Source: an optimization exercise on an open RTL-to-GDS flow (aim: small area). Production flows keep margins and buffers that such runs may drop.
In this exercise RTL edits were held to simulation tests only and were not proved equivalent to the original.
No activity file was given, so power comes from the tool's default toggle rates.

[design.v]
module  crc16(
  input   wire          rst,
  input   wire          clk,
  input   wire          crc_en,
  input   wire          crc_clr,
  input   wire          crc_typ,
  input   wire          crc_calcu,
  input   wire  [7:0]   crc_din,
  output  wire  [15:0]  crc_dout,
  output  wire          crc_rlt
);
reg   [15:0]  crcdata;
wire  [7:0]   ch;
always
@(negedge rst or posedge clk)
begin
  if(~rst)
  begin
    crcdata <= 16'hffff;
  end
  else  
  begin
    if(~crc_en | crc_clr) crcdata <=  16'hffff;
    if(crc_en & crc_calcu)
    begin
      crcdata <= {ch,crcdata[15:8]}^{5'h0,ch,3'h0}^{12'h0,ch[7:4]};
    end
  end
end
assign ch = (crc_din[7:0]^crcdata[7:0])^{crc_din[3:0]^crcdata[3:0],4'h0};
assign crc_dout = (crc_typ)?crcdata:~crcdata; 
assign crc_rlt=(crc_dout==16'h0)?1'b1:1'b0;
endmodule
`timescale 1ns/1ns
module owl_trcv
#(
  parameter   CNT_WIDTH     = 8     
)
(
  input   wire                    rst       ,
  input   wire                    clk       ,
  input   wire                    owl_di    ,
  output  reg                     owl_do    ,
  output  reg                     owl_oe    ,
  output  wire  [CNT_WIDTH-1:0]   rx_bps    ,
  input   wire  [CNT_WIDTH-1:0]   bps_set   ,
  input   wire                    bsyn_en   ,
  input   wire                    fsyn_en   ,
  input   wire  [7:0]             fsyn_head ,
  input   wire                    owl_rx_en ,
  input   wire                    owl_wctrl ,
  input   wire                    owl_rctrl ,
  input   wire  [7:0]             owl_wdata ,
  output  wire  [7:0]             owl_rdata ,
  output  reg                     owl_wflag ,
  output  reg                     owl_rflag ,
  output  reg                     rxbit_err ,
  output  reg                     owl_rxsof ,
  output  reg                     owl_rxeof
);
reg     owl_di_r0;
reg     owl_di_r1;
wire    owl_di_pos;
wire    owl_di_neg;
wire    owl_di_edge;
always
@(negedge rst or posedge clk)
begin
  if(~rst)
  begin
    owl_di_r0<=1'b0;
    owl_di_r1<=1'b0;
  end
  else  
  begin
    owl_di_r0<=owl_di;
    owl_di_r1<=owl_di_r0;
  end
end
assign  owl_di_pos =  owl_di_r0  & ~owl_di_r1;
assign  owl_di_neg = ~owl_di_r0  &  owl_di_r1;
assign  owl_di_edge=  owl_di_pos |  owl_di_neg;
reg   [2:0]   pstate,nstate;
localparam    s_owl_idle          = 3'h0;
localparam    s_owl_rx_fsyn       = 3'h1;
localparam    s_owl_rx_data       = 3'h2;
localparam    s_owl_tx_bsyn       = 3'h3;
localparam    s_owl_tx_fsyn       = 3'h4;
localparam    s_owl_tx_data       = 3'h5;
localparam    s_owl_tx_eof        = 3'h6;
localparam    s_owl_tx_stop       = 3'h7;
reg   [CNT_WIDTH-1:0]   clk_cnt;
reg   [3-1:0]       qbit_cnt;
reg   [2:0]             bit_cnt;
wire  [2:0]             bit_cnt_inc;
reg   [7:0]             shift_reg;
reg   [7:0]             owl_buff;
reg                     bit_stream;
reg   [CNT_WIDTH-1:0]   owl_high_width;
reg   [CNT_WIDTH-1:0]   rx_brate_width;
reg                     owl_oe_w;
reg                     owl_do_w;
always
@(negedge rst or posedge clk)
begin
  if(~rst)
    pstate<=s_owl_idle;
  else  
    pstate<=nstate;
end
always
@(*)
begin
  nstate  = pstate;
  case(pstate)
    s_owl_idle:
      if(owl_di_edge & owl_rx_en)   nstate  = s_owl_rx_fsyn;
      else if(owl_wctrl)
      begin
        if(bsyn_en)                 nstate  = s_owl_tx_bsyn;
        else if(fsyn_en)            nstate  = s_owl_tx_fsyn;
        else                        nstate  = s_owl_tx_data;
      end
    s_owl_rx_fsyn:
      if(rxbit_err)                 nstate  = s_owl_idle;
      else if(shift_reg==fsyn_head & owl_di_pos)
                                    nstate  = s_owl_rx_data;
    s_owl_rx_data:
      if(rxbit_err)                 nstate  = s_owl_idle;
      else if((qbit_cnt==3'h4))    nstate  = s_owl_idle;
    s_owl_tx_bsyn:
      if(bit_cnt==3'h7 & (qbit_cnt==3'h2) & clk_cnt==bps_set)
                                    nstate  = s_owl_tx_fsyn;
    s_owl_tx_fsyn:
      if(bit_cnt==3'h7 & (qbit_cnt==3'h2) & clk_cnt==bps_set)
                                    nstate  = s_owl_tx_data;
    s_owl_tx_data:
      if(bit_cnt==3'h7 & (qbit_cnt==3'h2) & clk_cnt==bps_set & ~owl_wflag)
                                    nstate  = s_owl_tx_eof;
    s_owl_tx_eof:
      if(bit_cnt==3'h1 & (qbit_cnt==3'h2) & clk_cnt==bps_set)
                                    nstate  = s_owl_tx_stop;
    s_owl_tx_stop:
      if(bit_cnt==3'h3 & (qbit_cnt==3'h2) & clk_cnt==bps_set)
                                    nstate  = s_owl_idle;
  endcase
end
always
@(negedge rst or posedge clk)
begin
  if(~rst)
    clk_cnt<={CNT_WIDTH{1'b0}};
  else  
  begin
    if(pstate!=nstate)
      clk_cnt<={CNT_WIDTH{1'b0}};
    else if(pstate==s_owl_tx_bsyn | pstate==s_owl_tx_fsyn | pstate==s_owl_tx_data | pstate==s_owl_tx_eof | pstate==s_owl_tx_stop)
    begin
      if(clk_cnt==bps_set)  clk_cnt<={CNT_WIDTH{1'b0}};
      else                  clk_cnt<=clk_cnt+1'b1;
    end
    else if(pstate==s_owl_rx_fsyn)
    begin
      if(owl_di_pos | owl_di_neg)
        clk_cnt<={CNT_WIDTH{1'b0}};
      else if(clk_cnt==rx_brate_width)
        clk_cnt<={CNT_WIDTH{1'b0}};
      else
        clk_cnt<=clk_cnt+1'b1;
    end
    else if(pstate==s_owl_rx_data)
    begin
      if(owl_di_pos | owl_di_neg)
        clk_cnt<={CNT_WIDTH{1'b0}};
      else if(clk_cnt==(rx_brate_width+rx_bps))
        clk_cnt<={CNT_WIDTH{1'b0}};
      else
        clk_cnt<=clk_cnt+1'b1;
    end
  end
end
always
@(posedge clk)
begin
  begin
    if(pstate!=nstate)
      qbit_cnt<={(3){1'b0}};
    else if(pstate>=s_owl_rx_fsyn & pstate<s_owl_tx_bsyn)
    begin
      if(owl_di_pos) qbit_cnt<={(3){1'b0}};
      else if(owl_di_neg) qbit_cnt<=qbit_cnt+1'b1;
      else if(clk_cnt==(rx_brate_width+rx_bps))  qbit_cnt<=qbit_cnt+1'b1;
    end
    else if(pstate==s_owl_tx_bsyn | pstate==s_owl_tx_fsyn | pstate==s_owl_tx_data | pstate==s_owl_tx_eof | pstate==s_owl_tx_stop)
    begin
      if(clk_cnt==bps_set)
      begin
        if((qbit_cnt==3'h2)) qbit_cnt<={(3){1'b0}};
        else                  qbit_cnt<=qbit_cnt+1'b1;
      end
    end
  end
end
assign  bit_cnt_inc = bit_cnt+1'b1;
always
@(negedge rst or posedge clk)
begin
  if(~rst)
    bit_cnt<=3'h0;
  else  
  begin
    if(pstate!=nstate)
      bit_cnt<=3'h0;
    else
    begin
      if(nstate==s_owl_rx_fsyn | nstate==s_owl_rx_data)
      begin
        if(owl_di_pos)  bit_cnt<=bit_cnt_inc;
      end
      else if(nstate==s_owl_tx_bsyn | nstate==s_owl_tx_fsyn | nstate==s_owl_tx_data | pstate==s_owl_tx_eof | pstate==s_owl_tx_stop)
      begin
        if((qbit_cnt==3'h2) & clk_cnt==bps_set) bit_cnt<=bit_cnt_inc;
      end
    end
  end
end
always
@(negedge rst or posedge clk)
begin
  if(~rst)
    owl_rxsof <=  1'b0;
  else  
    owl_rxsof <= (pstate==s_owl_rx_fsyn & nstate==s_owl_rx_data);
end
always
@(negedge rst or posedge clk)
begin
  if(~rst)
    owl_rxeof <=  1'b0;
  else  
  begin
    if(pstate==s_owl_rx_data & nstate!=pstate)
      owl_rxeof <=  1'b1;
    else
      owl_rxeof <=  1'b0;
  end
end
always
@(posedge clk)
begin
  begin
    if(owl_di_neg)
      owl_high_width <=clk_cnt;
  end
end
always
@(*)
begin
  rxbit_err=1'b0;
  if(pstate==s_owl_rx_fsyn | pstate==s_owl_rx_data)
  begin
    if(owl_di_edge & (clk_cnt<={{(CNT_WIDTH-2){1'b0}},2'h0})) rxbit_err=1'b1;
    if(& clk_cnt) rxbit_err=1'b1;
  end
end
always
@(negedge rst or posedge clk)
begin
  if(~rst)
    bit_stream  <=  1'b0;
  else  
  begin
    if(owl_di_pos)
    begin
      if     (owl_high_width<clk_cnt)   bit_stream<=1'b1;
      else if(owl_high_width!=clk_cnt)  bit_stream<=1'b0;
    end
  end
end
always
@(posedge clk)
begin
  begin
    if(nstate==s_owl_rx_fsyn)
    begin
      if(owl_di_pos)  rx_brate_width <={CNT_WIDTH{1'b0}};
      else rx_brate_width<=rx_brate_width + 1'b1;
    end
  end
end
always
@(posedge clk)
begin
  begin
    case(nstate)
      s_owl_tx_fsyn:
        if(pstate!=s_owl_tx_fsyn)  shift_reg<=fsyn_head;
        else if((qbit_cnt==3'h2) & clk_cnt==bps_set)  shift_reg<={shift_reg[6:0],1'b0};
      s_owl_tx_data:
        if((qbit_cnt==3'h2) & clk_cnt==bps_set)
        begin
          if(bit_cnt==3'h7 & owl_wflag)
            shift_reg<=owl_buff;
          else
            shift_reg<={shift_reg[6:0],1'b0};
        end
      s_owl_rx_fsyn:
        if(owl_di_pos) shift_reg<={shift_reg[6:0],bit_stream};
      s_owl_rx_data:
        if(owl_di_pos) shift_reg<={shift_reg[6:0],bit_stream};
      default:  shift_reg<=8'h0;
    endcase
  end
end
always
@(negedge rst or posedge clk)
begin
  if(~rst)
    owl_buff<=8'hff;
  else  
  begin
    if(nstate==s_owl_idle | nstate==s_owl_tx_bsyn | nstate==s_owl_tx_fsyn | nstate==s_owl_tx_data)
    begin
      if(owl_wctrl) owl_buff<=owl_wdata;
    end
    else if(nstate==s_owl_rx_fsyn | nstate==s_owl_rx_data)
    begin
      if(bit_cnt==3'h7 & ~(| clk_cnt)) owl_buff<=shift_reg;
    end
  end
end
assign  owl_rdata=owl_buff;
always
@(negedge rst or posedge clk)
begin
  if(~rst)
  begin
    owl_rflag<=1'b0;
    owl_wflag<=1'b0;
  end
  else  
  begin
    if(owl_rctrl) owl_rflag<=1'b0;
    if(nstate==s_owl_idle | nstate==s_owl_tx_bsyn | nstate==s_owl_tx_fsyn | nstate==s_owl_tx_data)
    begin
      if(nstate==s_owl_tx_data & bit_cnt==3'h7 & (qbit_cnt==3'h2) & clk_cnt==bps_set) owl_wflag<=1'b0;
    end
    else if(nstate==s_owl_rx_data)
    begin
      if(bit_cnt==3'h7 & qbit_cnt=={(3){1'b0}} & ~(| clk_cnt)) owl_rflag<=1'b1;
    end
    if(owl_wctrl) owl_wflag<=1'b1;
  end
end
always
@(*)
begin
  case(pstate)
    s_owl_tx_bsyn: begin owl_oe_w=1'b1;  owl_do_w=((qbit_cnt==3'h0));end
    s_owl_tx_fsyn: begin owl_oe_w=1'b1;  owl_do_w=(shift_reg[7])?((qbit_cnt==3'h0)):((qbit_cnt<=3'h1));  end
    s_owl_tx_data: begin owl_oe_w=1'b1;  owl_do_w=(shift_reg[7])?((qbit_cnt==3'h0)):((qbit_cnt<=3'h1));  end
    s_owl_tx_eof:  begin owl_oe_w=1'b1;  owl_do_w=((qbit_cnt==3'h0));end
    default:       begin owl_oe_w=1'b0;  owl_do_w=1'b0;            end
  endcase
end
always
@(negedge rst or posedge clk)
begin
  if(~rst)
  begin
    owl_oe  <=  1'b0;
    owl_do  <=  1'b0;
  end
  else  
  begin
    owl_oe  <=  owl_oe_w;
    owl_do  <=  owl_do_w;
  end
end
assign  rx_bps  = rx_brate_width[CNT_WIDTH-1:1]-rx_brate_width[CNT_WIDTH-1:2]+1'b1;
endmodule
`timescale 1ns/1ns
module owl_ctrl
#(
  parameter   CNT_WIDTH     = 12      
)
(
  input   wire          rst         ,
  input   wire          clk         ,
  input   wire          clk_sel     ,
  input   wire          owl_di_w    ,
  output  wire          owl_do_w    ,
  output  wire          owl_oe_w    ,
  input   wire          sfr_ready   ,
  input   wire  [7:0]   sfr_rdata   ,
  output  reg   [7:0]   sfr_wdata   ,
  output  reg   [5:0]   sfr_addrs   ,
  output  reg           sfr_rctrl   ,
  output  reg           sfr_wctrl
);
localparam    s_owl_idle      = 4'h0;
localparam    s_owl_rx_cmd    = 4'h1;
localparam    s_owl_rx_size   = 4'h2;
localparam    s_owl_rx_data   = 4'h3;
localparam    s_owl_rx_crc1   = 4'h4;
localparam    s_owl_rx_crc0   = 4'h5;
localparam    s_owl_rx_eof    = 4'h6;
localparam    s_owl_rx2tx     = 4'h7;
localparam    s_owl_tx_start  = 4'h8;
localparam    s_owl_tx_fsyn   = 4'h9;
localparam    s_owl_tx_data   = 4'ha;
localparam    s_owl_tx_wait   = 4'hb;
localparam    s_owl_tx_crc1   = 4'hc;
localparam    s_owl_tx_crc0   = 4'hd;
localparam    s_owl_tx_eof    = 4'he;
localparam    s_owl_rx_ovf    = 4'hf;
reg   [3:0]           pstate,nstate;
reg   [CNT_WIDTH-1:0] clk_cnt   ;
reg                   cmd_reg   ;
reg   [5:0]           addr_reg  ;
reg   [5:0]           rem_cnt   ;
reg   [7:0]           wdata_reg ;
wire  [CNT_WIDTH-1:0] rx_bps    ;
reg   [CNT_WIDTH-1:0] bps_set   ;
wire                  bsyn_en   ;
wire                  fsyn_en   ;
wire  [7:0]           fsyn_head ;
wire                  owl_rx_en ;
reg                   owl_wctrl ;
reg                   owl_rctrl ;
reg   [7:0]           owl_wdata ;
wire  [7:0]           owl_rdata ;
wire                  owl_wflag ;
wire                  owl_rflag ;
wire                  owl_bterr ;
wire                  owl_rxsof ;
wire                  owl_rxeof ;
reg                   crc_clr   ;
reg                   crc_calcu ;
reg   [7:0]           crc_din   ;
wire  [15:0]          crc_dout  ;
wire                  crc_rlt   ;
reg                   rxfrm_err ;    
reg                   rxbit_err ;
always
@(negedge rst or posedge clk)
begin
  if(~rst)
    pstate<=s_owl_idle;
  else  
    pstate<=nstate;
end
always
@(*)
begin
  nstate  = pstate;
  case(pstate)
    s_owl_idle:     if(owl_rxsof)             nstate  = s_owl_rx_cmd  ;
    s_owl_rx_cmd:   if(& clk_cnt)             nstate  = s_owl_rx_ovf  ;
                    else if(owl_rflag)        nstate  = s_owl_rx_size ;
    s_owl_rx_size:  if(& clk_cnt)             nstate  = s_owl_rx_ovf  ;
                    else if(owl_rflag)
                    begin
                      if(cmd_reg)             nstate  = s_owl_rx_data ;
                      else                    nstate  = s_owl_rx_crc1 ;
                    end
    s_owl_rx_data:  if(& clk_cnt)             nstate  = s_owl_rx_ovf  ;
                    else if(owl_rflag)        nstate  = s_owl_rx_crc1 ;
    s_owl_rx_crc1:  if(& clk_cnt)             nstate  = s_owl_rx_ovf  ;
                    else if(owl_rflag)        nstate  = s_owl_rx_crc0 ;
    s_owl_rx_crc0:  if(& clk_cnt)             nstate  = s_owl_rx_ovf  ;
                    else if(owl_rflag)        nstate  = s_owl_rx_eof  ;
    s_owl_rx_eof:   if(& clk_cnt)             nstate  = s_owl_rx_ovf  ;
                    else if(owl_rxeof)        nstate  = s_owl_rx2tx   ;
    s_owl_rx_ovf:   if(clk_cnt==rx_bps)       nstate  = s_owl_rx2tx   ;
    s_owl_rx2tx:    if(rxfrm_err | rxbit_err)
                                              nstate  = s_owl_idle;
                    else if(clk_cnt==rx_bps)  nstate  = s_owl_tx_start;
    s_owl_tx_start: if(sfr_ready)             nstate  = s_owl_tx_fsyn ;
    s_owl_tx_fsyn:  if(~owl_wflag)
                    begin
                      if(cmd_reg)             nstate  = s_owl_tx_crc1 ;
                      else                    nstate  = s_owl_tx_data ;
                    end
    s_owl_tx_data:                            nstate  = s_owl_tx_wait ;
    s_owl_tx_wait:  if(~owl_wflag)
                    begin
                      if(rem_cnt==6'h0)       nstate  = s_owl_tx_crc1 ;
                      else                    nstate  = s_owl_tx_data ;
                    end
    s_owl_tx_crc1:  if(~owl_wflag)            nstate  = s_owl_tx_crc0 ;
    s_owl_tx_crc0:  if(~owl_wflag)            nstate  = s_owl_tx_eof  ;
    s_owl_tx_eof:   if(clk_cnt==12'h010)      nstate  = s_owl_idle    ;
  endcase
end
always
@(posedge clk)
begin
  begin
    if(pstate!=nstate)
      clk_cnt<={CNT_WIDTH{1'b0}};
    else
      clk_cnt<=clk_cnt+1'b1;
  end
end
always
@(posedge clk)
begin
  if(pstate==s_owl_tx_eof | pstate==s_owl_idle)
  begin
    rxbit_err <=  1'b0;
    rxfrm_err <=  1'b0;
  end
  else
  begin
    if(pstate==s_owl_rx_eof & clk_cnt=={CNT_WIDTH{1'b0}} & ~crc_rlt) rxfrm_err <=  1'b1;
    if(pstate==s_owl_rx_ovf)  rxfrm_err <=  1'b1;
    if(owl_bterr)             rxbit_err <=  1'b1;
  end
end
always
@(negedge rst or posedge clk)
begin
  if(~rst)
  begin
    cmd_reg     <=  1'b0;
    addr_reg    <=  6'h0;
    wdata_reg   <=  8'h0;
  end
  else
  begin
    if(pstate==s_owl_rx_cmd   & pstate!=nstate) {cmd_reg,addr_reg}  <=  {owl_rdata[7],owl_rdata[5:0]};
    if(pstate==s_owl_rx_data  & pstate!=nstate) wdata_reg           <=  owl_rdata;
    if(pstate==s_owl_tx_data  & pstate!=nstate) addr_reg            <=  addr_reg+1'b1;
    if(pstate==s_owl_tx_eof   & pstate!=nstate)
    begin                                       cmd_reg             <=  1'b0;
                                                addr_reg            <=  6'h0;
    end
  end
end
always
@(posedge clk)
begin
  if(pstate==s_owl_rx_size  & pstate!=nstate) rem_cnt <=  owl_rdata[5:0];
  if(pstate==s_owl_tx_data  & pstate!=nstate) rem_cnt <=  rem_cnt-1'b1;
end
always
@(*)
begin
  sfr_addrs = addr_reg;
  sfr_wdata = wdata_reg;
  sfr_wctrl = 1'b0;
  sfr_rctrl = ~cmd_reg;
  if(pstate==s_owl_rx_eof & ~(| clk_cnt))  sfr_wctrl = (crc_rlt & cmd_reg);
end
assign    bsyn_en   = 1'b1;
assign    fsyn_en   = 1'b1;
assign    fsyn_head = 8'h1d;
assign    owl_rx_en = 1'b1;
always
@(*)
begin
  bps_set   = rx_bps;
  if(clk_sel  & rx_bps<=12'h040)  bps_set = 12'h040;
end
always
@(*)
begin
  owl_wctrl = 1'b0;
  owl_wdata = 8'h0;
  owl_rctrl = 1'b0;
  case(nstate)
    s_owl_rx_size:  owl_rctrl = 1'b1;
    s_owl_rx_data:  owl_rctrl = 1'b1;
    s_owl_rx_crc1:  owl_rctrl = 1'b1;
    s_owl_rx_crc0:  owl_rctrl = 1'b1;
    s_owl_rx_eof:   owl_rctrl = 1'b1;
    s_owl_tx_fsyn:  if(pstate!=nstate) begin owl_wctrl = 1'b1; owl_wdata = {7'h40,rxbit_err};  end
    s_owl_tx_data:  if(pstate!=nstate) begin owl_wctrl = 1'b1; owl_wdata = sfr_rdata;  end
    s_owl_tx_crc1:  if(pstate!=nstate) begin owl_wctrl = 1'b1; owl_wdata = crc_dout[7:0]; end
    s_owl_tx_crc0:  if(pstate!=nstate) begin owl_wctrl = 1'b1; owl_wdata = crc_dout[15:8];  end
    default:        ;
  endcase
end
owl_trcv
#(  .CNT_WIDTH(CNT_WIDTH) )
u_owl(
  .rst        (rst        ),
  .clk        (clk        ),
  .owl_di     (owl_di_w   ),
  .owl_do     (owl_do_w   ),
  .owl_oe     (owl_oe_w   ),
  .rx_bps     (rx_bps     ),
  .bps_set    (bps_set    ),
  .bsyn_en    (bsyn_en    ),
  .fsyn_en    (fsyn_en    ),
  .fsyn_head  (fsyn_head  ),
  .owl_rx_en  (owl_rx_en  ),
  .owl_wctrl  (owl_wctrl  ),
  .owl_rctrl  (owl_rctrl  ),
  .owl_wdata  (owl_wdata  ),
  .owl_rdata  (owl_rdata  ),
  .owl_wflag  (owl_wflag  ),
  .owl_rflag  (owl_rflag  ),
  .rxbit_err  (owl_bterr  ),
  .owl_rxsof  (owl_rxsof  ),
  .owl_rxeof  (owl_rxeof  )
);
always
@(*)
begin
  crc_clr   = 1'b0;
  crc_calcu = 1'b0;
  crc_din   = 8'h0;
  if(pstate!=nstate)
  begin
    case(pstate)
      s_owl_rx_cmd:   begin   crc_calcu = 1'b1; crc_din = owl_rdata;  end
      s_owl_rx_size:  begin   crc_calcu = 1'b1; crc_din = owl_rdata;  end
      s_owl_rx_data:  begin   crc_calcu = 1'b1; crc_din = owl_rdata;  end
      s_owl_rx_crc1:  begin   crc_calcu = 1'b1; crc_din = owl_rdata;  end
      s_owl_rx_crc0:  begin   crc_calcu = 1'b1; crc_din = owl_rdata;  end
      s_owl_rx_eof :  begin   crc_clr   = 1'b1;                       end
      s_owl_tx_start: begin   crc_calcu = 1'b1; crc_din = {7'h40,rxbit_err};  end
      s_owl_tx_data:  begin   crc_calcu = 1'b1; crc_din = 8'h0;  end
      s_owl_tx_eof:   begin   crc_clr   = 1'b1;                       end
    endcase
  end
end
crc16   u_crc(
  .rst        (rst        ),
  .clk        (clk        ),
  .crc_en     (1'b1       ),
  .crc_clr    (crc_clr    ),
  .crc_typ    (1'b1       ),
  .crc_calcu  (crc_calcu  ),
  .crc_din    (crc_din    ),
  .crc_dout   (crc_dout   ),
  .crc_rlt    (crc_rlt    )
);
endmodule
[flow/run.sh]
#!/bin/bash
# Own flow: the standard synthesis, then an area re-map of the combinational
# logic (flip-flops untouched), then the standard layout from floorplan on.
set -euo pipefail
HERE=$(pwd)
RES=$HERE/orfs/results/$FLOW_PLATFORM/owl_ctrl/base
LIB=$FLOW_HOME/platforms/sky130hd/lib/sky130_fd_sc_hd__tt_025C_1v80.lib

bash standard.sh synth > $HERE/log_1_standard_synth.log 2>&1
cp $RES/1_2_yosys.v $HERE/std_1_2_yosys.v

REMAP_LIB=$LIB REMAP_NET=$HERE/std_1_2_yosys.v REMAP_OUT=$HERE/remap.v \
REMAP_DONTUSE=$HERE/flow/dontuse.txt REMAP_ABC=$HERE/flow/area.abc REMAP_STAT=$HERE/remap_stat.txt \
  yosys -c $HERE/flow/remap.tcl > $HERE/log_2_remap.log 2>&1

# prove the re-mapped netlist equals the standard one before using it: flip-flops are cut
# (same instances in both), the logic between them must be equal
python3 $HERE/flow/cutff.py $HERE/std_1_2_yosys.v $HERE/cec_gold.v
python3 $HERE/flow/cutff.py $HERE/remap.v $HERE/cec_gate.v
yosys -p "read_liberty -ignore_miss_func $LIB; read_verilog $HERE/cec_gold.v; rename $FLOW_TOP gold; \
  read_verilog $HERE/cec_gate.v; rename $FLOW_TOP gate; proc; flatten gold gate; opt_clean; \
  miter -equiv -flatten -make_assert gold gate miter; hierarchy -top miter; \
  sat -verify -prove-asserts miter" > $HERE/log_3_equiv.log 2>&1
test $(grep -c "sky130_fd_sc_hd__[a-z]*df\|sky130_fd_sc_hd__[a-z]*dl" $HERE/std_1_2_yosys.v) -eq \
     $(grep -c "sky130_fd_sc_hd__[a-z]*df\|sky130_fd_sc_hd__[a-z]*dl" $HERE/remap.v)

cp $HERE/remap.v $RES/1_2_yosys.v
rm -f $RES/1_synth.odb
bash standard.sh > $HERE/log_4_standard_layout.log 2>&1
test -f out/final.def
[flow/area.abc]
strash
&get -n
&deepsyn -T 60
&put
dch -f
amap
topo
[flow/cutff.py]
#!/usr/bin/env python3
"""Turn a flat gate netlist into a purely combinational module for an equivalence check:
every flip-flop instance is removed, its output net becomes an input port ffq_<n> and its
data input an output port ffd_<n>, where <n> is the flip-flop's instance name."""
import re, sys
src = open(sys.argv[1]).read()
inst_re = re.compile(r'^\s*(sky130_fd_sc_hd__\w*df\w*)\s+(\\\S+|\w+)\s*\((.*?)\);', re.S | re.M)
ins, outs, assigns = [], [], []
def canon(n):
    return re.sub(r'[^A-Za-z0-9_]', '_', n.lstrip('\\'))
def repl(m):
    cell, name, body = m.group(1), m.group(2), m.group(3)
    pins = dict((p, v.strip() + ' ') for p, v in re.findall(r'\.(\w+)\(([^()]*)\)', body))
    c = canon(name)
    for p, v in pins.items():
        if p in ('Q', 'Q_N'):
            ins.append('ffq_%s_%s' % (p, c)); assigns.append('  assign %s = ffq_%s_%s;' % (v, p, c))
        elif p in ('CLK', 'CLK_N'):
            pass
        else:
            outs.append('ffd_%s_%s' % (p, c)); assigns.append('  assign ffd_%s_%s = %s;' % (p, c, v))
    return ''
body = inst_re.sub(repl, src)
hdr = re.search(r'module\s+(\w+)\s*\((.*?)\);', body, re.S)
ports = hdr.group(2).strip()
new_ports = ports + ''.join(', ' + x for x in ins + outs)
rest = body[hdr.end():]
end = rest.rindex('endmodule')
rest = rest[:end] + '\n'.join(assigns) + '\n' + rest[end:]
body = body[:hdr.start()] + 'module %s(%s);\n' % (hdr.group(1), new_ports) + \
    ''.join('  input %s;\n' % x for x in ins) + ''.join('  output %s;\n' % x for x in outs) + rest
open(sys.argv[2], 'w').write(body)
[flow/dontuse.txt]
-dont_use sky130_fd_sc_hd__lpflow_bleeder_1 -dont_use sky130_fd_sc_hd__lpflow_clkbufkapwr_1 -dont_use sky130_fd_sc_hd__lpflow_clkbufkapwr_16 -dont_use sky130_fd_sc_hd__lpflow_clkbufkapwr_2 -dont_use sky130_fd_sc_hd__lpflow_clkbufkapwr_4 -dont_use sky130_fd_sc_hd__lpflow_clkbufkapwr_8 -dont_use sky130_fd_sc_hd__lpflow_clkinvkapwr_1 -dont_use sky130_fd_sc_hd__lpflow_clkinvkapwr_16 -dont_use sky130_fd_sc_hd__lpflow_clkinvkapwr_2 -dont_use sky130_fd_sc_hd__lpflow_clkinvkapwr_4 -dont_use sky130_fd_sc_hd__lpflow_clkinvkapwr_8 -dont_use sky130_fd_sc_hd__lpflow_decapkapwr_12 -dont_use sky130_fd_sc_hd__lpflow_decapkapwr_3 -dont_use sky130_fd_sc_hd__lpflow_decapkapwr_4 -dont_use sky130_fd_sc_hd__lpflow_decapkapwr_6 -dont_use sky130_fd_sc_hd__lpflow_decapkapwr_8 -dont_use sky130_fd_sc_hd__lpflow_inputiso0n_1 -dont_use sky130_fd_sc_hd__lpflow_inputiso0p_1 -dont_use sky130_fd_sc_hd__lpflow_inputiso1n_1 -dont_use sky130_fd_sc_hd__lpflow_inputiso1p_1 -dont_use sky130_fd_sc_hd__lpflow_inputisolatch_1 -dont_use sky130_fd_sc_hd__lpflow_isobufsrc_1 -dont_use sky130_fd_sc_hd__lpflow_isobufsrc_16 -dont_use sky130_fd_sc_hd__lpflow_isobufsrc_2 -dont_use sky130_fd_sc_hd__lpflow_isobufsrc_4 -dont_use sky130_fd_sc_hd__lpflow_isobufsrc_8 -dont_use sky130_fd_sc_hd__lpflow_isobufsrckapwr_16 -dont_use sky130_fd_sc_hd__lpflow_lsbuf_lh_hl_isowell_tap_1 -dont_use sky130_fd_sc_hd__lpflow_lsbuf_lh_hl_isowell_tap_2 -dont_use sky130_fd_sc_hd__lpflow_lsbuf_lh_hl_isowell_tap_4 -dont_use sky130_fd_sc_hd__lpflow_lsbuf_lh_isowell_4 -dont_use sky130_fd_sc_hd__lpflow_lsbuf_lh_isowell_tap_1 -dont_use sky130_fd_sc_hd__lpflow_lsbuf_lh_isowell_tap_2 -dont_use sky130_fd_sc_hd__lpflow_lsbuf_lh_isowell_tap_4 -dont_use sky130_fd_sc_hd__probe_p_8 -dont_use sky130_fd_sc_hd__probec_p_8 
[flow/remap.tcl]
# Re-map the combinational logic of the standard synthesis netlist for area.
# The flip-flops are kept as they are (same instances, names and cell types).
set lib $::env(REMAP_LIB)
set net $::env(REMAP_NET)
set out $::env(REMAP_OUT)
set dontuse [string trim [read [open $::env(REMAP_DONTUSE)]]]
yosys read_liberty -ignore_miss_func $lib
yosys read_verilog $net
yosys hierarchy -top $::env(FLOW_TOP)
yosys setattr -mod -set keep_hierarchy 1 sky130_fd_sc_hd__*df* sky130_fd_sc_hd__*dl*
yosys flatten
yosys rename -hide w:*.*
yosys opt_clean -purge
yosys abc -liberty $lib {*}$dontuse -script $::env(REMAP_ABC)
yosys rename -hide w:*.*
yosys splitnets
yosys opt_clean -purge
yosys tee -o $::env(REMAP_STAT) stat -liberty $lib
yosys select $::env(FLOW_TOP)
yosys write_verilog -noattr -selected $out
[standard.sh]
#!/bin/bash
# synth_recipe.tcl (not shown) runs the flow's synth.tcl, then flattens the netlist and writes it again
# the make line also repeats each setting of config.mk as NAME=value (left out here)
make -C /OpenROAD-flow-scripts/flow DESIGN_CONFIG=/design/flow/config.mk WORK_HOME=/design/flow/orfs CLKGATE_MAP_FILE= SYNTH_SCRIPT=/design/flow/synth_recipe.tcl "${@:-finish}"
[config.mk]
export PLATFORM = sky130hd
export DESIGN_NAME = owl_ctrl
export DESIGN_NICKNAME = owl_ctrl
export VERILOG_FILES = /design/flow/design.v
export SDC_FILE = /design/flow/constraint.sdc
export NUM_CORES = 4
export LEC_CHECK = 0
export CAP_MARGIN = 20
export CORE_MARGIN = 2
export CORE_UTILIZATION = 70
export CTS_BUF_LIST = sky130_fd_sc_hd__clkbuf_4
export CTS_CLUSTER_DIAMETER = 80
export CTS_CLUSTER_SIZE = 30
export SLEW_MARGIN = 20
[constraint.sdc]
create_clock -name core_clock -period 10.0 [get_ports {clk}]
set_input_delay 2.0000 -clock core_clock [delete_from_list [all_inputs] [get_ports {clk}]]
set_output_delay 2.0000 -clock core_clock [all_outputs]
set_load 0.01 [all_outputs]
==> results of run 1 <==
cell type report:
class / instances / area, µm² / area share, %
Tap cell: 133 / 166.4 / 2.110
Clock inverter: 14 / 193.9 / 2.459
Inverter: 137 / 514.2 / 6.521
Multi-Input combinational cell: 608 / 3281 / 41.60
Timing Repair Buffer: 35 / 332.8 / 4.220
Clock buffer: 18 / 135.1 / 1.713
Sequential cell: 125 / 3263 / 41.38
through the flow:
step	utilization, %	total power [µW]	cell area [µm²]	setup slack, ns
final	80.68	999.9	7886	1.322
after global routing	80.68	1024	7886	0.1941
after CTS	80.61	992.8	7879	1.620
after detailed placement	77.24	600.5	7550	1.771
after global placement	77.24	597.9	7550	2.396
after floorplan	-	574.4	7053	2.841
power by group through the flow:
stage | Sequential (µW) | Clock, µW | Combinational [µW]
floorplan | 548 | 0 | 26.8
global placement | 551 | 0 | 47.1
detailed placement | 551 | 0 | 49.0
CTS | 541 | 402 | 49.2
global route | 543 | 425 | 55.6
finish | 542 | 406 | 51.4
worst max path at each step:
stage / startpoint / endpoint / slack (ns) / cells past startpoint
final: u_owl.rx_brate_width[3] / u_owl.owl_buff[1] / 1.32 / 38
after CTS: u_owl.rx_brate_width[3] / u_owl.owl_buff[1] / 1.62 / 38
after detailed placement: u_owl.rx_brate_width[3] / u_owl.owl_buff[1] / 1.77 / 38
after global routing: u_owl.rx_brate_width[3] / u_owl.owl_buff[1] / 0.19 / 38
after global placement: u_owl.rx_brate_width[3] / u_owl.owl_buff[1] / 2.40 / 38
after floorplan: u_owl.rx_brate_width[3] / u_owl.owl_buff[1] / 2.84 / 35
metal layers:
layer	vias up	share of wire, %
met1	3377	40
met2	579	44
met5	-	0
li1	3305	-
met3	109	13
met4	0	3.4
cell usage in the layout, fill, tap and decap left out, drive strengths merged, types with 2 or more instances in the layout:
cell / count
edfxtp: 38
nor4: 9
a221oi: 13
nor3: 25
o21ai: 70
nand2: 60
clkinv: 142
dfxtp: 17
a21oi: 58
clkinvlp: 4
o21a: 8
dfstp: 24
nand4: 10
a211oi: 21
clkbuf: 19
bufinv: 4
a221o: 2
a2111oi: 6
or2: 7
dfrtp: 46
o22ai: 48
o221ai: 16
a31oi: 6
o32ai: 6
a22oi: 6
o211ai: 4
o32a: 3
a311oi: 2
o221a: 3
buf: 5
clkdlybuf4s50: 29
or3: 8
a222oi: 5
nand3: 12
o22a: 3
nor2b: 10
a32oi: 4
nor2: 171
==> summary.txt, run 1 <==
STA:
- Based on the critical path, the design can be clocked at up to 0.1152 GHz.
- The worst path uses 86.78% of the clock period.
- At the pin with the least slew margin, the transition time is 1.023 ns.
- The final count of pins violating max slew is 0.
- For the final database, setup skew stands at 0.01783 ns.
- The total negative setup slack is 0 ns.
- In this run the tightest slew margin relative to its limit is 30.04%.
- The time the final worst path needs with I/O delays and setup is 8.678 ns.
- On the final layout, the worst hold slack is 0.4191 ns.
- The final setup violation count is 0.
- The count of endpoints failing hold in the final timing report is 0.
- Setup repair after global routing left no endpoint under its margin.

Worst setup path:
- The critical path is of the flip-flop to flip-flop type.
- The flop-to-flop setup slack is 1.32 ns.
- The worst setup path is launched from a flip-flop.
- The worst register-to-register path ends at u_owl.owl_buff[1].
- The kind of capture point of the worst setup path is a flip-flop.
- The kind of cell adding the most delay to the critical path is simple AND/OR/NAND/NOR gates.
- Along the worst path, the maximum fanout reaches 14.
- For the worst setup path, the data required time is 10.44 ns.
- In this design, the stage delay of the slowest critical-path cell is 0.73 ns.
- Among all stages on the critical path, the largest delay is contributed by sky130_fd_sc_hd__a2111oi_0.
- Together, buffers and inverters on the worst path number 12.
- The cell seen most often among critical-path stages is sky130_fd_sc_hd__nor2_1.
- The startpoint identified for the worst register-to-register timing path is u_owl.rx_brate_width[3].
- For the worst setup path, the data arrival time is 9.11 ns.
- The path depth of the worst reg2reg path is 38.

Detailed routing:
- The detailed router finished its first iteration with 1204 violations.
- Summed over all layers, the routed wires come to 21.23 mm.
- Dividing the detail-routed via count by the number of cells gives 6.888.
- The final antenna-violating net count is 0.
- Dividing the detail-routed wire length by the instance count gives 19.84 µm.
- The detailed-router iteration count before antenna repair is 9.
- For this block, the via count after detailed routing is 7370.
- For this run, design rule violations remaining after detail routing come to 0.

Min path:
- The startpoint identified for the worst hold timing path is u_owl.owl_di_r0.
- The hold path depth is 0.
- The worst min-delay path endpoint is u_owl.owl_di_r1.
- The class of the tightest hold or removal check is flip-flop to flip-flop.

Place:
- Routability-driven placement finished with a final weighted congestion of 1.080.
- Input and output buffers added on the ports amount to 30.
- The HPWL after detailed placement is 15.68 mm.
- Once placement completed, the tool counted placed cells totaling 1037.

Clock tree:
- The number of buffers inserted by hold repair at cts is 0.
- After clock tree synthesis, the setup repair step added 0 buffers.
- The deepest clock path buffer count is 2.
- The number of instances resized during post-cts repair is 0.
- For the worst-skew pair, the clock arrives at the later sink with an insertion delay of 0.57 ns.
- TritonCTS built the clock tree.
- The H-tree generated during clock tree synthesis spans 4 levels.
- The tree is rooted in a sky130_fd_sc_hd__clkbuf_4.
- The CTS sink count is 125.
- The clock transition time at the flip-flop clock pins of the worst setup and hold paths is 0.12 ns.
- The number of buffers inserted during clock tree synthesis is 17.

GRT:
- The via count of the first global-routing pass is 6906.
- The initial antenna violation count is 0.
- The wire length of the first global-routing pass is 34.48 mm.
- Global routing consumed, on the met3 layer, 10.65% of the routing resources.
- The total track usage is 39.85%.
- The fraction of met2 tracks used by global routing is 59.71%.
- Entering global routing, the biggest net connects 71 pins.
- The global-route met1 utilization is 55.57%.
- The aggregate global routing overflow is 0.
- met2 is the most crowded layer.

Power and ir drop:
- The worst-case IR drop observed on VDD is 0.1386 mV.
- Of the total power, the share spent switching nets is 25.04%.
- The power density of the placed cells is 126.8 nW/µm².
- The standby leakage power is 0.002773 µW.
- The register share of total power is 54.2%.
- The combinational group share of total power is 5.1%.
- The internal portion of total power is 749.5 µW.
- The net switching power is 250.4 µW.
- The clock network accounts for 40.6% of the total power.

Synth:
- A synthesized cell averages 8.107 µm².
- The number of warnings issued by yosys is 3.
- Synthesis handed over a netlist of 870 instances.
- In this run the cell area of the synthesized design comes to 7053 µm².
- The post-synth net total is 883.

Floorplanning:
- From bottom edge to top edge, the die measures 104.4 µm.
- The floorplan step defined a die boundary enclosing 10890 µm².
- In this run the horizontal extent of the chip is 104.4 µm.
- The floorplan has 36 rows.
- The top-level port count is 31.
- After floorplanning, the core was sized to cover 9774 µm².
- For this configuration, the core starts out at a cell density of 72.16%.

Final layout:
- The register with the most flip-flops in the final layout is u_crc.crcdata.
- The register with the most flip-flops in the layout has 16 of them.
- The antenna cell count is 0.
- The count of filler cells inserted in the layout is 651.
- After the flow finishes, the layout carries non-filler instances totaling 1070.
- In the final design database the tool counted 937 nets.
- In the final layout, the share of cells above drive strength 1 is 6.617%.
- The post-synthesis to final-layout area growth is 11.81%.

Outcome:
- The flow ran to the end and the layout has no timing, DRC or antenna violations.

Run:
- The number of max-cap violations is 0.
==> inputs of run 2 (changes only) <==
--- a/config.mk
+++ b/config.mk
@@ -7,8 +7,5 @@
 export LEC_CHECK = 0
 export CAP_MARGIN = 20
 export CORE_MARGIN = 2
-export CORE_UTILIZATION = 70
-export CTS_BUF_LIST = sky130_fd_sc_hd__clkbuf_4
-export CTS_CLUSTER_DIAMETER = 80
-export CTS_CLUSTER_SIZE = 30
+export CORE_UTILIZATION = 60
 export SLEW_MARGIN = 20
==> run 2 against run 1 <==
Still clean. Final area increased by 3.3%. Power increased by 18%. Maximum frequency rose by 0.96%. Utilization shrank 9.6 points. Non-clock buffer count rose by 1. Clock skew is 0.0068 ns lower. Count of clock-buffer cells in the layout increased by 2. Via count down 3.3%. Clock power increased by 45%. Sequential power about the same. Sequential share of layout area decreased by 1.3 points. Worst setup slack improved by 0.083 ns. Critical path type unchanged. Highest routed layer unchanged.
==> summary.txt, run 2 <==
Outcome:
- The run finished with no timing, DRC or antenna violations.

Clock tree:
- Clock-pin slew was measured on the worst setup and hold paths at 0.06 ns.
- Counting along the longest clock path gives a buffer depth of 2.
- The TritonCTS clock tree is done.
- The clock insertion delay at the later pin of the skew report is 0.43 ns.
- The number of setup buffers added after CTS is 0.
- The number of buffers inserted by hold repair at cts is 0.
- The clock net in this run drives a total of 125 sinks.
- The number of instances resized during post-cts repair is 0.
- Clock tree synthesis selected as its root buffer the cell sky130_fd_sc_hd__clkbuf_16.
- The number of buffers inserted during clock tree synthesis is 17.
- The H-tree was split into 4 levels.

Synth:
- Counting every net in the synthesized netlist gives 883.
- Counting every instance in the synthesized netlist gives 870.
- The Yosys step of the flow raised 3 warnings.
- The post-synthesis instance area is 7053 µm².
- The average footprint of a synthesized cell is 8.107 µm².

GRT:
- The initial antenna violation count was 0.
- Summed over all layers, the global routing overflow is 0.
- The largest net degree at the start of global routing is 71.
- The wire length of the first global-routing pass is 33.53 mm.
- The via count of the first global-routing pass is 6587.
- The total track usage is 33.75%.

Worst setup path:
- The critical path data required time is 10.34 ns.
- The type of element launching the critical path is a flip-flop.
- The critical path is of the flip-flop to flip-flop type.
- In this run the critical register-to-register path is launched from u_owl.rx_brate_width[3].
- On the critical path, the stage with the largest delay is an instance of sky130_fd_sc_hd__a2111oi_0.
- The delay contributed by the slowest stage of the critical path is 0.84 ns.
- In this run the critical register-to-register path is captured at u_owl.owl_buff[1].
- The kind of capture point of the worst setup path is a flip-flop.
- The path depth of the worst reg2reg path is 38.
- The flop-to-flop setup slack is 1.41 ns.
- The endpoint arrival time on the critical path is 8.93 ns.
- The peak fanout along the critical path is 14.
- The cell seen most often among critical-path stages is sky130_fd_sc_hd__nor2_1.

Min path:
- For hold timing, the worst endpoint is u_owl.owl_di_r1.
- The worst hold path startpoint is u_owl.owl_di_r0.
- The class of the tightest hold or removal check is flip-flop to flip-flop.
- Counting instances, the worst hold path has a depth of 0.

STA:
- The share of the clock period used by the worst path after layout is 85.95%.
- The worst path needs 8.595 ns of the cycle, external delays included.
- Setup violations remaining at the end of the flow were counted as 0.
- The total negative setup slack is 0 ns.
- The count of endpoints failing hold in the final timing report came to 0.
- Setup repair after global routing left no endpoint under its margin.
- For the pin with the worst max-slew slack, the measured transition is 0.9374 ns.
- The worst relative slew slack is 37.51%.
- Derived from the worst setup path, the maximum achievable clock frequency is 0.1163 GHz.
- The clock arrives with 0.01100 ns of skew.
- The final count of pins violating max slew is 0.

Detailed routing:
- After detailed routing, the average wire length per cell comes to 19.45 µm.
- For this run, design rule violations remaining after detail routing come to 0.
- Wires add up to 21.03 mm.
- The via total after detailed routing is 7126.
- Using the TritonRoute via totals, the vias-per-cell ratio works out to 6.592.
- The first routing iteration left 968 violations.
- The final antenna-violating net count is 0.
- The detailed-router iteration count before antenna repair is 12.

Place:
- The port buffer count is 30.
- Routability-driven placement finished with a final weighted congestion of 1.009.
- The HPWL after detailed placement is 15.47 mm.
- The placed cell count is 1047.

Run:
- The number of max-cap violations is 0.

Final layout:
- The largest register by flop count is u_crc.crcdata.
- Fill cells in the final layout number 864.
- Cells with a size suffix above 1 make up 6.716% of the layout.
- The number of antenna diodes in the final layout is 0.
- Leaving out fill and tap cells, the most frequent cells in the layout are sky130_fd_sc_hd__nor2_1 (171), sky130_fd_sc_hd__clkinv_1 (137), sky130_fd_sc_hd__o21ai_0 (70).
- Relative to the synthesized area, the layout overhead comes to 15.54%.
- Leaving out fill and tap cells, the most frequent cell in the layout is sky130_fd_sc_hd__nor2_1.
- Once layout is complete, the cells apart from fillers number 1081.
- The count of nets after finishing is 938.
- The flip-flop count of the largest register after layout is 16.

Floorplanning:
- The area inside the core boundary is 11470 µm².
- For this configuration, the core starts out at a cell density of 61.51%.
- The top-level port count is 31.
- The floorplan step set the die width to 112.4 µm.
- The overall die area is 12640 µm².
- Row generation in the floorplan step produced 39 rows.
- The die is 112.4 µm tall.

Power and ir drop:
- The power density of the placed cells is 145.1 nW/µm².
- In this run the static leakage power is 0.002893 µW.
- The maximum vdd drop is 0.1531 mV.
-- run 2: final cells by class --
type	instances	area, µm²	share of cell area, %
Clock buffer	20	467.9	5.742
Tap cell	143	178.9	2.196
Inverter	137	514.2	6.310
Sequential cell	125	3263	40.04
Timing Repair Buffer	36	344.1	4.222
Multi-Input combinational cell	608	3281	40.26
Clock inverter	12	100.1	1.228
-- run 2: critical path: cells and delay by family (launching register included) --
family / cells / cell delay [ns]
flops: 1 / 0.53
simple gates: 20 / 3.78
buf+inv: 12 / 1.96
compound gates: 6 / 2.23
-- run 2: power by group --
group	internal [µW]	switching [µW]	total, µW	leakage [µW]
sequential	533	9.10	542	0.00135
clock	344	246	590	0.000276
combinational	16.0	34.2	50.2	0.00126
total	893	290	1180	0.00289
-- run 2: worst max path at each step --
stage                              endpoint  slack (ns)                     from
after detailed placement  u_owl.owl_buff[1]        1.64  u_owl.rx_brate_width[3]
after global placement    u_owl.owl_buff[1]        2.27  u_owl.rx_brate_width[3]
after global routing      u_owl.owl_buff[1]        0.58  u_owl.rx_brate_width[3]
after CTS                 u_owl.owl_buff[1]        1.60  u_owl.rx_brate_width[3]
final                     u_owl.owl_buff[1]        1.41  u_owl.rx_brate_width[3]
after floorplan           u_owl.owl_buff[1]        2.84  u_owl.rx_brate_width[3]
-- run 2: per-stage QoR --
stage	worst slack (ns)	hold slack [ns]	area [µm²]	util, %	power (µW)
global placement	2.273	0.3874	7562	65.95	599.2
floorplan	2.841	0.3743	7053	-	574.4
finish	1.405	0.4188	8149	71.06	1183
CTS	1.604	0.4275	8130	70.90	1180
global route	0.5753	0.4449	8149	71.06	1214
detailed placement	1.635	0.4053	7562	65.95	599.1
-- run 2: layer usage --
metal,up-vias,share of wire [%],GRT usage [%]
met5,-,0,0
li1,3311,-,-
met3,55,10,8.477
met4,0,2.2,11.79
met2,473,43,48.11
met1,3287,45,50.39
==> inputs of run 3 (changes only) <==
--- a/flow/run.sh
+++ b/flow/run.sh
@@ -24,6 +24,11 @@
 test $(grep -c "sky130_fd_sc_hd__[a-z]*df\|sky130_fd_sc_hd__[a-z]*dl" $HERE/std_1_2_yosys.v) -eq \
      $(grep -c "sky130_fd_sc_hd__[a-z]*df\|sky130_fd_sc_hd__[a-z]*dl" $HERE/remap.v)
 
+# smaller port buffers than the default pick (every port still gets one), and a clock tree
+# without dummy balancing loads
+export BUFFER_PORTS_ARGS="-buffer_cell sky130_fd_sc_hd__buf_1"
+export CTS_ARGS="-sink_clustering_enable -repair_clock_nets -dont_use_dummy_load -buf_list sky130_fd_sc_hd__clkbuf_4 -sink_clustering_size 10 -sink_clustering_max_diameter 60"
+
 cp $HERE/remap.v $RES/1_2_yosys.v
 rm -f $RES/1_synth.odb
 bash standard.sh > $HERE/log_4_standard_layout.log 2>&1
--- a/config.mk
+++ b/config.mk
@@ -7,5 +7,5 @@
 export LEC_CHECK = 0
 export CAP_MARGIN = 20
 export CORE_MARGIN = 2
-export CORE_UTILIZATION = 60
+export CORE_UTILIZATION = 70
 export SLEW_MARGIN = 20
==> run 3 against run 2 <==
Global-route usage is 4.7 points higher. Sequential power hardly changed. Synthesized cell count unchanged. Still clean. Non-clock buffer count shrank 2. Worst setup slack got worse by 0.0077 ns. Largest power group is now sequential cells. Die area fell by 14%. Utilization increased by 5.6 points. Critical path depth did not move. Via count increased by 2.0%. Maximum frequency is essentially flat.
==> summary.txt, run 3 <==
Clock tree:
- The buffer count from post-CTS setup fixing is 0.
- Hold repair after CTS inserted 0 buffers.
- Clock-pin slew was measured on the worst setup and hold paths at 0.09 ns.
- The deepest clock path buffer count is 2.
- The number of instances resized during post-cts repair is 0.
- Clock latency on the worst-skew pair, taken at its later pin, is 0.56 ns.
- The number of buffers inserted during clock tree synthesis is 17.
- Counting every sink on the clock net gives 125.
- The TritonCTS clock tree is done.
- The cell at the root of the clock tree is sky130_fd_sc_hd__clkbuf_4.
- The number of H-tree levels is 4.

Final layout:
- The count of filler cells inserted in the layout is 733.
- The largest register by flop count is u_crc.crcdata.
- From synthesis to final layout, the design area changed by 6.280%.
- The final instance area is 7496 µm².
- The library cells used most frequently in the layout, excluding fill and tap cells, are sky130_fd_sc_hd__nor2_1 (171), sky130_fd_sc_hd__clkinv_1 (137), sky130_fd_sc_hd__o21ai_0 (70).
- Across the whole layout, storage elements account for 3263 µm².
- Leaving out fill and tap cells, the most frequent cell in the layout is sky130_fd_sc_hd__nor2_1.
- The count of nets after finishing is 936.
- The layout cell share with drive strength beyond 1 is 5.103%.
- The flip-flop count of the largest register after layout is 16.
- The antenna cell count is 0.
- The multi-input logic area is 3281 µm².
- The number of standard cells in the final layout excluding fillers is 1054.

Detailed routing:
- The vias per cell is 6.898.
- After detailed routing, the number of remaining DRC violations is 0.
- The met3 routed wirelength is 2.815 mm.
- For this block, the routed nets add up to 20.41 mm of wire.
- In the detailed route, the total length drawn on met2 is 8.844 mm.
- The via total after detailed routing is 7271.
- In the final routing, the length of wire on met1 measures 8.121 mm.
- The first detailed-routing pass took 10 iterations.
- The number of DRC violations after detailed-routing iteration 0 is 1122.
- The highest routing layer actually used is met4.
- The detail route stage leaves a number of antenna-violating nets equal to 0.
- The final routed wire length divided by cell count is 19.36 µm.

Place:
- The instance area at placement is 7368 µm².
- Once detailed placement completed, the half-perimeter wirelength came to 15.51 mm.
- The port buffer count is 30.
- The routability congestion estimate from global placement is 1.061.
- Once placement completed, the tool counted placed cells totaling 1037.

Outcome:
- The flow ran to the end and the layout has no timing, DRC or antenna violations.

Floorplanning:
- The die is 104.4 µm wide.
- Row generation in the floorplan step produced 36 rows.
- The initial core utilization is 72.16%.
- The die covers 10890 µm².
- The top-level port count is 31.
- Measured along the y axis, the die boundary spans 104.4 µm.
- The area inside the core boundary is 9774 µm².

Worst setup path:
- The number of buffers and inverters on the critical path is 12.
- The delay contributed by the slowest stage of the critical path is 0.78 ns.
- The worst setup path is captured at a flip-flop.
- Among all stages on the critical path, the largest delay is contributed by sky130_fd_sc_hd__a2111oi_0.
- The critical path class is flip-flop to flip-flop.
- The worst register-to-register path begins at u_owl.rx_brate_width[3].
- The critical path data required time is 10.44 ns.
- Data arrives at the worst endpoint at 9.05 ns.
- The peak fanout along the critical path is 14.
- The flop-to-flop setup slack is 1.40 ns.
- The kind of cell adding the most delay to the critical path is simple AND/OR/NAND/NOR gates.
- For the worst flop-to-flop path, the logic depth is 38.
- The worst setup path is launched from a flip-flop.
- The cell seen most often among critical-path stages is sky130_fd_sc_hd__nor2_1.
- The endpoint of the lowest-slack register-to-register path is u_owl.owl_buff[1].

STA:
- The total negative setup slack is 0 ns.
- The worst path uses 86.03% of the clock period.
- For the pin with the worst max-slew slack, the measured transition is 1.129 ns.
- The time the final worst path needs with I/O delays and setup is 8.603 ns.
- Setup repair after global routing left no endpoint under its margin.
- Final hold analysis gives a worst-case slack of 0.4131 ns.
- The highest clock frequency the design can meet is 0.1162 GHz.
- The worst relative slew slack is 24.39%.
- The worst clock skew on the final layout is 0.02855 ns.
- Setup violations remaining at the end of the flow were counted as 0.
- The final count of pins violating max slew is 0.
- The count of endpoints failing hold in the final timing report is 0.

GRT:
- The wire length of the first global-routing pass is 32.89 mm.
- Summed over all layers, the global routing overflow is 0.
- The via count of the first global-routing pass is 6698.
- Entering global routing, the biggest net connects 71 pins.
- The initial antenna violation count came to 0.
- The total track usage is 38.46%.

Power and ir drop:
- In this run the static leakage power is 0.002613 µW.
- The power density of the placed cells is 109.7 nW/µm².
- The maximum vdd drop is 0.1170 mV.

Min path:
- The tightest min-delay check is of the flip-flop to flip-flop type.
- The worst min-delay path endpoint is u_owl.owl_di_r1.
- The hold path depth is 0.
- The worst hold path startpoint is u_owl.owl_di_r0.

Synth:
- The average footprint of a synthesized cell is 8.107 µm².
- The post-synth net total is 883.
- The synthesized netlist occupies a cell area of 7053 µm².
- Counting every instance in the synthesized netlist gives 870.
- Yosys printed 3 warnings.

Run:
- The tool flagged a number of max-cap violations equal to 0.
run 3: where the power goes:
part | internal, µW | switching, µW | leakage [µW]
combinational | 13.0 | 34.7 | 0.00118
clock | 77.2 | 156 | 0.0000782
sequential | 532 | 9.74 | 0.00135
total | 623 | 200 | 0.00261
run 3: layer usage:
metal,track usage [%],vias to the layer above
met5,0,-
met4,14.19,0
met3,10.90,79
met2,56.86,560
met1,54.20,3335
li1,-,3297
run 3: metrics by stage:
step,setup WS (ns),utilization (%),power (µW)
floorplan,2.841,-,574.4
CTS,1.586,76.69,821.8
global placement,2.356,75.38,595.4
global route,0.1455,76.69,848.0
detailed placement,1.628,75.38,597.1
finish,1.397,76.69,822.6
run 3: cell type report:
type                       instances  share of cell area, %
clock buffer                      17                  1.703
inverter                         137                  6.860
sequential                       125                  43.53
timing repair buffer              34                  1.920
tap                              133                  2.220
multi-input combinational        608                  43.77
run 3: worst max-delay path by stage:
stage                                        from           endpoint  cells after the start
final                     u_owl.rx_brate_width[3]  u_owl.owl_buff[1]                     38
after global routing      u_owl.rx_brate_width[3]  u_owl.owl_buff[1]                     38
after CTS                 u_owl.rx_brate_width[3]  u_owl.owl_buff[1]                     38
after detailed placement  u_owl.rx_brate_width[3]  u_owl.owl_buff[1]                     38
after global placement    u_owl.rx_brate_width[3]  u_owl.owl_buff[1]                     38
after floorplan           u_owl.rx_brate_width[3]  u_owl.owl_buff[1]                     35
run 3: worst register-to-register path: cells and delay by family (launching register included):
kind / cells / cell delay [ns]
compound gates: 6 / 2.16
buf+inv: 12 / 1.97
flops: 1 / 0.53
simple gates: 20 / 3.83
==> inputs of run 4 (changes only) <==
--- a/flow/run.sh
+++ b/flow/run.sh
@@ -9,9 +9,21 @@
 bash standard.sh synth > $HERE/log_1_standard_synth.log 2>&1
 cp $RES/1_2_yosys.v $HERE/std_1_2_yosys.v
 
-REMAP_LIB=$LIB REMAP_NET=$HERE/std_1_2_yosys.v REMAP_OUT=$HERE/remap.v \
-REMAP_DONTUSE=$HERE/flow/dontuse.txt REMAP_ABC=$HERE/flow/area.abc REMAP_STAT=$HERE/remap_stat.txt \
-  yosys -c $HERE/flow/remap.tcl > $HERE/log_2_remap.log 2>&1
+# several ABC runs with different seeds; keep the smallest result
+for seed in 1 2 3 4; do
+  printf 'strash\n&get -n\n&deepsyn -T 60 -S %s\n&put\ndch -f\namap\ntopo\n' $seed > $HERE/area_$seed.abc
+  REMAP_LIB=$LIB REMAP_NET=$HERE/std_1_2_yosys.v REMAP_OUT=$HERE/remap_$seed.v \
+  REMAP_DONTUSE=$HERE/flow/dontuse.txt REMAP_ABC=$HERE/area_$seed.abc REMAP_STAT=$HERE/remap_stat_$seed.txt \
+    yosys -c $HERE/flow/remap.tcl > $HERE/log_2_remap_$seed.log 2>&1 &
+done
+wait
+best=""; best_area=""
+for seed in 1 2 3 4; do
+  a=$(grep "Chip area for top module" $HERE/remap_stat_$seed.txt | awk '{print $NF}')
+  if [[ -n "$a" ]] && { [[ -z "$best" ]] || awk -v x=$a -v y=$best_area 'BEGIN{exit !(x<y)}'; }; then best=$seed; best_area=$a; fi
+done
+echo "best seed $best area $best_area" > $HERE/remap_choice.txt
+cp $HERE/remap_$best.v $HERE/remap.v
 
 # prove the re-mapped netlist equals the standard one before using it: flip-flops are cut
 # (same instances in both), the logic between them must be equal
removed: flow/area.abc
==> run 4 against run 3 <==
Utilization decreased by 0.17 points. Cell count decreased by 0.76%. Combinational power increased to 13 times the previous value. Final area decreased by 0.68%. Clock skew increased by 0.011 ns. Power increased by 100%. Worst setup slack improved by 0.76 ns. Critical path depth decreased by 9. Maximum frequency increased by 9.7%. Area after synthesis decreased by 0.66%. Critical endpoint is now u_owl.shift_reg[2]. Largest power group unchanged.
==> summary.txt, run 4 <==
STA:
- The count of endpoints failing hold in the final timing report was 0.
- The slew at the pin closest to its max-slew limit is 1.086 ns.
- Setup repair after global routing left no endpoint under its margin.
- After routing, the total negative slack on setup checks comes to 0 ns.
- For the final database, setup skew stands at 0.03927 ns.
- The highest clock frequency the design can meet is 0.1275 GHz.
- Counting I/O delays and the setup requirement, the final critical path takes 7.843 ns.
- The share of the clock period used by the worst path after layout is 78.43%.
- The worst pin sits at a relative slew slack of 27.05%.
- Setup violations remaining at the end of the flow were counted as 0.
- The final worst setup slack is 2.157 ns.
- The final count of pins violating max slew is 0.

Clock tree:
- The longest clock path from root to sink contains 2 buffers.
- After clock tree synthesis, the clock-pin slew on the worst setup and hold paths is 0.12 ns.
- The number of buffers inserted during clock tree synthesis is 17.
- The buffer count from post-CTS setup fixing is 0.
- In this run, post-CTS hold repair placed 0 buffers.
- The cell at the root of the clock tree is sky130_fd_sc_hd__clkbuf_4.
- The number of H-tree levels is 4.
- The clock insertion delay at the later pin of the skew report is 0.53 ns.
- After clock tree synthesis, the repair step resized 0 gates.
- The CTS sink count is 125.
- The TritonCTS clock tree is done.

Floorplanning:
- 31 I/O pins were placed.
- The y dimension of the die is 104.0 µm.
- After floorplanning, the core was divided into 36 placement rows.
- The area inside the core boundary is 9729 µm².
- The initial core utilization is 72.02%.
- The overall die width is 104.0 µm.
- The floorplan step defined a die boundary enclosing 10830 µm².

Synth:
- Synthesis handed over a netlist of 862 instances.
- The Yosys step of the flow raised 3 warnings.
- The cell area that synthesis handed to floorplanning was 7007 µm².
- The post-synth net total is 875.
- The average footprint of a synthesized cell is 8.128 µm².

Final layout:
- The largest register by flop count is u_crc.crcdata.
- The fraction of the core area covered by cells at the end of the flow is 76.52%.
- The count of nets after finishing is 928.
- The area growth from synthesis to layout is 6.250%.
- Leaving out fill and tap cells, the most frequent cells in the layout are sky130_fd_sc_hd__nor2_1 (172), sky130_fd_sc_hd__clkinv_1 (112), sky130_fd_sc_hd__o21ai_0 (76).
- Leaving out fill and tap cells, the most frequent cell in the layout is sky130_fd_sc_hd__nor2_1.
- The layout cell share with drive strength beyond 1 is 5.038%.
- The repair_antennas step left the layout with diodes totalling 0.
- The register with the most flip-flops in the layout has 16 of them.

Place:
- OpenSTA, run right after detailed placement, puts the worst setup slack at 2.391 ns.
- Once detailed placement completed, the half-perimeter wirelength came to 14.74 mm.
- During placement, the flow inserted port buffers numbering 30.
- The routability congestion estimate from global placement is 1.007.

Detailed routing:
- For this block, the routed nets add up to 19.74 mm of wire.
- After detailed routing, the number of vias per cell comes to 6.867.
- The final routed wire length divided by cell count is 18.87 µm.
- The detailed-router iteration count before antenna repair is 9.
- The number of design rule violations left after detail routing is 0.
- The via total after detailed routing is 7183.
- In this run, the number of DRC markers left after iteration 0 of detailed routing was 1123.
- The detail route stage leaves a number of antenna-violating nets equal to 0.

GRT:
- The total track usage is 36.80%.
- After global routing the overflow that remains totals 0.
- The initial antenna violation count is 0.
- The largest net degree at the start of global routing is 71.
- The first global-routing pass estimated 31.62 mm of wire.
- The via count of the first global-routing pass came to 6514.

Worst setup path:
- The endpoint of the lowest-slack register-to-register path is u_owl.shift_reg[2].
- Of all nets on the critical path, the largest fanout is 15.
- The cell seen most often among critical-path stages is sky130_fd_sc_hd__nor2_1.
- The path depth of the worst reg2reg path is 29.
- STA classifies the critical path endpoint as a flip-flop.
- The delay contributed by the slowest stage of the critical path is 0.60 ns.
- The type of element launching the critical path is a flip-flop.
- The startpoint of the worst register-to-register path is u_owl.rx_brate_width[3].
- The critical path data required time is 10.15 ns.
- The flop-to-flop setup slack is 2.16 ns.
- The slowest library cell on the worst path is sky130_fd_sc_hd__edfxtp_1.
- Data on the critical path arrives at its endpoint at 7.99 ns.
- The worst setup path is of the flip-flop to flip-flop kind.

Run:
- The number of max-cap violations is 0.

Power and ir drop:
- The worst-case IR drop observed on VDD is 0.1554 mV.
- Net switching is 42.49% of the power.
- Sequential cells burn 46.8% of the power.
- The power density of the placed cells is 221.6 nW/µm².
- Summed over all nets, the switching power comes to 700.9 µW.
- The clock network is responsible for 14.3% of the overall power.
- The internal portion of total power is 948.6 µW.
- Combinational cells account for 38.9% of the total power.
- The standby leakage power is 0.002525 µW.

Min path:
- The worst hold path startpoint is u_owl.owl_di_r0.
- The hold path depth is 0.
- The class of the tightest hold or removal check is flip-flop to flip-flop.
- The worst min-delay path endpoint is u_owl.owl_di_r1.

Outcome:
- The flow ran to the end and the layout has no timing, DRC or antenna violations.
## run 4: worst max-delay path, delay by kind of cell, from the launching register on
family / cells / cell delay [ns]
AOI/OAI and AO/OA: 9 / 2.89
and+or+nand+nor: 15 / 2.65
buffers and inverters: 5 / 1.30
DFF: 1 / 0.60
## run 4: worst max path at each step
stage,startpoint,end,slack [ns],depth (start not counted)
after floorplan,u_owl.rx_brate_width[3],u_owl.shift_reg[0],3.89,29
after global placement,u_owl.rx_brate_width[3],u_owl.shift_reg[6],2.90,29
after detailed placement,u_owl.rx_brate_width[3],u_owl.shift_reg[7],2.39,29
after CTS,u_owl.rx_brate_width[3],u_owl.shift_reg[2],2.36,29
after global routing,u_owl.rx_brate_width[3],u_owl.shift_reg[2],1.22,29
final,u_owl.rx_brate_width[3],u_owl.shift_reg[2],2.16,29
## run 4: per-stage QoR
step | hold WS (ns) | std cells | total power, µW | instance area [µm²]
2_1_floorplan | 0.3673 | 862 | 1202 | 7007
3_3_place_gp | 0.3793 | 1029 | 1367 | 7317
3_5_place_dp | 0.4051 | 1029 | 1396 | 7317
4_1_cts | 0.4462 | 1046 | 1623 | 7445
5_1_grt | 0.4612 | 1046 | 1735 | 7445
6_report | 0.4466 | 1046 | 1649 | 7445
## run 4: power groups by stage
stage | Combinational [µW] | Sequential, µW | Clock, µW
finish | 641 | 772 | 236
global route | 695 | 785 | 256
CTS | 621 | 766 | 235
detailed placement | 621 | 776 | 0
global placement | 597 | 770 | 0
floorplan | 444 | 758 | 0
## run 4: area by class of cell
class / instances / area (µm²)
timing repair buffer: 34 / 143.9
sequential: 125 / 3263
fill: 696 / 2285
tap: 133 / 166.4
inverter: 112 / 420.4
multi-input combinational: 625 / 3323
clock buffer: 17 / 127.6
## run 4: routing by layer
layer | routed length [µm] | track usage, %
met1 | 7937 | 51.32
met2 | 8548 | 54.65
met5 | 0 | 0
met3 | 2717 | 11.40
met4 | 538 | 13.32

port drivers added, routing unchanged:
How much do the figures lean on ideal ports? The routed layouts below were timed once more, with nothing changed but the port constraints. Step 1 (the two cells are an assumption about what drives the block):
set clk [get_ports {clk}]
set_driving_cell -lib_cell sky130_fd_sc_hd__clkbuf_16 $clk
set_driving_cell -lib_cell sky130_fd_sc_hd__buf_2 [delete_from_list [all_inputs] $clk]
Step 2, shift: input delay + t, output delay - t, t = (earliest + latest rising clock arrival at the registers) / 2. This alone moves slack from input paths to output paths. a / b / c = ideal / step 1 / step 2; a / b = the first two.
run | shift t [ns] | slack for setup (ns) | slew at the worst register clock pin (ns) | pins driven straight from the clock port
run 1 | 0.592 | 1.322 / 1.322 / 1.322 | 0.13 / 0.13 | 1
run 2 | 0.472 | 1.405 / 1.405 / 1.405 | 0.06 / 0.06 | 1
run 3 | 0.581 | 1.397 / 1.397 / 1.397 | 0.10 / 0.10 | 1
run 4 | 0.547 | 2.157 / 2.157 / 2.157 | 0.12 / 0.12 | 1
After both steps setup and hold are still met in every run listed.
